From an optimization exercise on the open Yosys and OpenROAD flow, aimed at small area and a short achievable clock period; shortcuts taken in it are not production practice.
Function was checked by simulation only, so behaviour that the tests miss may differ from the original.
Power and IR drop assume default switching activity.

==> inputs of run A <==
==> flow/design.v (excerpt) <==
module pipeline(
	input				clk,			 
	input				rst_n,		 
	output [9:0]	imem_addr,	 
	input  [15:0]	imem_data,	 
	output			wb_en,		 
	output [3:0]	wb_addr,		 
	output [15:0]	wb_data		 
);
reg [9:0]  PC;
reg        START;
reg [15:0] IRF;
reg [15:8] IRD;       
reg [3:0]  E_op;      
reg [3:0]  E_rd;
reg        E_nz;      
reg        E_sub;     
reg [15:0] R1E;
reg [15:0] R2E;       
reg [15:0] saida_ula;
reg        mult, mult1, mult2, mult3;
reg [3:0]  M0_rd, M1_rd, M2_rd, M3_rd;
reg [15:0] aux3;
reg [3:0]  W_rd;
reg        W_nz;
reg [15:0] saida_ulaW;
reg [15:0] registers [15:0];
assign imem_addr = PC;
assign wb_en   = rst_n & W_nz;
assign wb_addr = W_rd;
assign wb_data = saida_ulaW;
always @(posedge clk) begin
	if (!rst_n) begin
		PC <= 10'd1023;
		START <= 1'b0;
		IRF <= 16'd0;
	end else if (!START) begin
		START <= 1'b1;
	end else begin
		IRF <= imem_data;
		PC <= PC + 10'd1;
	end
end
reg [7:0] rs_oh, rt_oh;    
function [3:0] oh2(input [1:0] v);
	oh2 = 4'b0001 << v;
endfunction
always @(posedge clk) begin
	if (!rst_n) begin
		IRD[15:8] <= 8'd0;
		rs_oh <= 8'h11;
		rt_oh <= 8'h11;
	end else begin
		IRD[15:8] <= IRF[15:8];
		rs_oh <= {oh2(IRF[7:6]), oh2(IRF[5:4])};
		rt_oh <= {oh2(IRF[3:2]), oh2(IRF[1:0])};
	end
end
wire [3:0] D_imm4 = {rs_oh[6] | rs_oh[7], rs_oh[5] | rs_oh[7], rs_oh[2] | rs_oh[3], rs_oh[1] | rs_oh[3]};
wire D_low0 = rs_oh[0] & rs_oh[4] & rt_oh[0] & rt_oh[4];    
wire [3:0] D_op = IRD[15:12];
wire D_imm = (D_op == 4'h3) || (D_op == 4'h7) || (D_op == 4'h8) ||
             (D_op == 4'h9) || (D_op == 4'hA) || (D_op == 4'hB);
wire D_sub = (D_op == 4'h2) || (D_op == 4'h3) || (D_op == 4'hB);
wire D_mul = (D_op == 4'hC);
reg [15:0] rs_val, rt_val;
integer j;
always @(*) begin
	rs_val = 16'd0;
	rt_val = 16'd0;
	for (j = 0; j < 16; j = j + 1) begin
		rs_val = rs_val | (registers[j] & {16{rs_oh[4 + j / 4] & rs_oh[j % 4]}});
  ...
Settings: LEC_CHECK=0, CAP_MARGIN=20, CORE_MARGIN=2, CORE_UTILIZATION=55, CTS_BUF_LIST=sky130_fd_sc_hd__clkbuf_8, CTS_CLUSTER_DIAMETER=60, CTS_CLUSTER_SIZE=15, SETUP_SLACK_MARGIN=3.4, SLEW_MARGIN=20; clock period 6.0 ns.
run.sh (not shown) runs the stock make flow with config.mk's settings and CLKGATE_MAP_FILE= SYNTH_SCRIPT=/design/flow/synth_recipe.tcl, a recipe that flattens the netlist after the stock synthesis.
==> inputs of run E, as changes to run A <==
--- a/flow/design.v
+++ b/flow/design.v
@@ -7,13 +7,13 @@
 	output [3:0]	wb_addr,		 
 	output [15:0]	wb_data		 
 );
 reg [9:0]  PC;
 reg        START;
 reg [15:0] IRF;
-reg [15:8] IRD;       
+reg [15:0] IRD;
 reg [3:0]  E_op;      
 reg [3:0]  E_rd;
 reg        E_nz;      
 reg        E_sub;     
 reg [15:0] R1E;
 reg [15:0] R2E;       
@@ -38,60 +38,47 @@
 		START <= 1'b1;
 	end else begin
 		IRF <= imem_data;
 		PC <= PC + 10'd1;
 	end
 end
-reg [7:0] rs_oh, rt_oh;    
-function [3:0] oh2(input [1:0] v);
-	oh2 = 4'b0001 << v;
-endfunction
 always @(posedge clk) begin
-	if (!rst_n) begin
-		IRD[15:8] <= 8'd0;
-		rs_oh <= 8'h11;
-		rt_oh <= 8'h11;
-	end else begin
-		IRD[15:8] <= IRF[15:8];
-		rs_oh <= {oh2(IRF[7:6]), oh2(IRF[5:4])};
-		rt_oh <= {oh2(IRF[3:2]), oh2(IRF[1:0])};
-	end
+	if (!rst_n) IRD <= 16'd0;
+	else        IRD <= IRF;
 end
-wire [3:0] D_imm4 = {rs_oh[6] | rs_oh[7], rs_oh[5] | rs_oh[7], rs_oh[2] | rs_oh[3], rs_oh[1] | rs_oh[3]};
-wire D_low0 = rs_oh[0] & rs_oh[4] & rt_oh[0] & rt_oh[4];    
 wire [3:0] D_op = IRD[15:12];
 wire D_imm = (D_op == 4'h3) || (D_op == 4'h7) || (D_op == 4'h8) ||
              (D_op == 4'h9) || (D_op == 4'hA) || (D_op == 4'hB);
 wire D_sub = (D_op == 4'h2) || (D_op == 4'h3) || (D_op == 4'hB);
 wire D_mul = (D_op == 4'hC);
 reg [15:0] rs_val, rt_val;
 integer j;
 always @(*) begin
 	rs_val = 16'd0;
 	rt_val = 16'd0;
 	for (j = 0; j < 16; j = j + 1) begin
-		rs_val = rs_val | (registers[j] & {16{rs_oh[4 + j / 4] & rs_oh[j % 4]}});
-		rt_val = rt_val | (registers[j] & {16{rt_oh[4 + j / 4] & rt_oh[j % 4]}});
+		rs_val = rs_val | (registers[j] & {16{IRD[7:4] == j}});
+		rt_val = rt_val | (registers[j] & {16{IRD[3:0] == j}});
 	end
 end
 always @(posedge clk) begin
 	if (!rst_n) begin
 		E_op <= 4'd0;
 		E_nz <= 1'b0;
 		mult <= 1'b0;
 	end else begin
 		E_op <= D_mul ? 4'd0 : D_op;
-		E_nz <= !D_mul && (IRD[15:8] != 8'd0 || !D_low0);
+		E_nz <= !D_mul && (IRD != 16'd0);
 		mult <= D_mul;
 	end
 end
 always @(posedge clk) begin
 	E_rd  <= IRD[11:8];
 	E_sub <= D_sub;
 	M0_rd <= IRD[11:8];
-	R1E   <= D_imm ? {12'd0, D_imm4} : rs_val;
+	R1E   <= D_imm ? {12'd0, IRD[7:4]} : rs_val;
 	R2E   <= D_sub ? ~rt_val : rt_val;
 end
 wire [17:0] sum = {1'b0, R1E, 1'b1} + {1'b0, R2E, E_sub};
 wire E_add = (E_op == 4'h1) || (E_op == 4'h2) || (E_op == 4'hA) || (E_op == 4'hB);
 wire E_slt = (E_op == 4'h3);
 wire E_and = (E_op == 4'h4) || (E_op == 4'h7);
@@ -441,18 +428,17 @@
 wire mw326 = (mw298 & mcs[45]) | (mw298 & mw297) | (mcs[45] & mw297);
 wire mw327 = mw300 ^ mcs[49] ^ mw299;
 wire mw328 = (mw300 & mcs[49]) | (mw300 & mw299) | (mcs[49] & mw299);
 wire mw329 = mw302 ^ mcs[53] ^ mw301;
 wire mw330 = (mw302 & mcs[53]) | (mw302 & mw301) | (mcs[53] & mw301);
 wire mw331 = mw304 ^ mcs[57] ^ mw303;
-wire [12:0] mlo = {1'b0, mw323, mw321, mw319, mw317, mw315, mw313, mw311, mw309, mw307, mw305, mcs[1], mcs[0]} + {1'b0, mw322, mw320, mw318, mw316, mw314, mw312, mw310, mw308, mw306, mcs[5], mcs[2], 1'b0};
-reg [12:0] mlo_q;  
-reg [7:0] mcs2;  
-always @(posedge clk) begin mlo_q <= mlo; mcs2 <= {mw330, mw331, mw328, mw329, mw326, mw327, mw324, mw325}; end
-wire [3:0] mhi = {mcs2[6], mcs2[4], mcs2[2], mcs2[0]} + {mcs2[7], mcs2[5], mcs2[3], mcs2[1]} + mlo_q[12];
-wire [15:0] mprod = {mhi, mlo_q[11:0]};
+reg [30:0] mcs2;  
+always @(posedge clk) mcs2 <= {mw330, mw331, mw328, mw329, mw326, mw327, mw324, mw325, mw322, mw323, mw320, mw321, mw318, mw319, mw316, mw317, mw314, mw315, mw312, mw313, mw310, mw311, mw308, mw309, mw306, mw307, mcs[5], mw305, mcs[2], mcs[1], mcs[0]};
+wire [15:0] mrow0 = {mcs2[29], mcs2[27], mcs2[25], mcs2[23], mcs2[21], mcs2[19], mcs2[17], mcs2[15], mcs2[13], mcs2[11], mcs2[9], mcs2[7], mcs2[5], mcs2[3], mcs2[1], mcs2[0]};
+wire [15:0] mrow1 = {mcs2[30], mcs2[28], mcs2[26], mcs2[24], mcs2[22], mcs2[20], mcs2[18], mcs2[16], mcs2[14], mcs2[12], mcs2[10], mcs2[8], mcs2[6], mcs2[4], mcs2[2], 1'b0};
+wire [15:0] mprod = mrow0 + mrow1;
 always @(posedge clk) begin
 	if (!rst_n) begin
 		mult1 <= 1'b0;
 		mult2 <= 1'b0;
 		mult3 <= 1'b0;
 	end else begin
CORE_UTILIZATION = 40   (was 55)
CTS_BUF_LIST = unset   (was sky130_fd_sc_hd__clkbuf_8)
CTS_CLUSTER_DIAMETER = unset   (was 60)
CTS_CLUSTER_SIZE = unset   (was 15)
==> qor summary <==
Reg2Reg Depth: run E 6; run A 10
Number of setup buffers added after CTS: run E 18; run A 15
Sequential-to-total area share from yosys stat: run E 0.536; run A 0.542
Period utilization: run E 0.454; run A 0.458
GR Util met1: run E 0.340; run A 0.447
Clock buffer instance count of the final layout: run E 67; run A 46
Launch instance of the worst min-delay path: run E M1_rd[2]$_DFF_P_; run A mlo_q[10]$_DFF_P_
Fraction of standard cell area that is sequential: run E 0.463; run A 0.494
Post-Place Cell Area: run E 24900 sq um; run A 24200 sq um
Part of the power in the clock network: run E 0.318; run A 0.221
Power of the combinational group: run E 2.23 mW; run A 2.53 mW
Reg-to-reg critical path startpoint: run E IRD[6]$_SDFF_PN0_; run A mcs[10]$_DFF_P_
Outcome: run E finished clean; run A finished clean
Peak supply drop: run E 0.251 mV; run A 0.228 mV
Number of buffers created by CTS: run E 51; run A 43
Buffers excl. clock: run E 139; run A 115
Non-Clock Buffer Area Fraction: run E 0.0420; run A 0.0368
Cell area after synthesis: run E 23400 sq um; run A 23100 sq um
Simple logic cell fraction of the synthesized area: run E 0.121; run A 0.0994
Number of nets in the synthesized netlist: run E 2167; run A 2153
DIE AREA: run E 60500 sq um; run A 43600 sq um
Area fraction in compound gates after synthesis: run E 0.156; run A 0.177
Aggregate global-route resource usage: run E 0.265; run A 0.359
Core Footprint: run E 57800 sq um; run A 41700 sq um
Post-place setup slack: run E 2.86 ns; run A 2.87 ns

## afterwards: timing with drivers on the ports
The results above use ideal ports. As a check the final layouts listed here were re-extracted and re-timed, cells and wires unchanged.
Step 1, drivers: a clkbuf_16 drives clk and a buf_2 each remaining input, both assumed.
Step 2 also shifts input and output timing later by t, the mid clock arrival at the registers, as if the neighbouring blocks saw the same clock.
a / b / c = ideal / step 1 / step 2; a / b = the first two.
run | t (ns) | slack for setup (ns) | worst hold slack (ns) | worst setup path after step 2 | worst slew at a driven data input, ns
run A | 0.721 | 3.252 / 3.232 / 2.787 | 0.335 / 0.335 / 0.335 | input to register | 0.05
run E | 0.657 | 3.273 / 3.243 / 2.822 | 0.326 / 0.326 / 0.326 | input to register | 0.08
After both steps every run listed still meets setup and hold. The setup slack of run A, which loses most, moves by -0.020 ns with the drivers and by -0.465 ns with both steps.
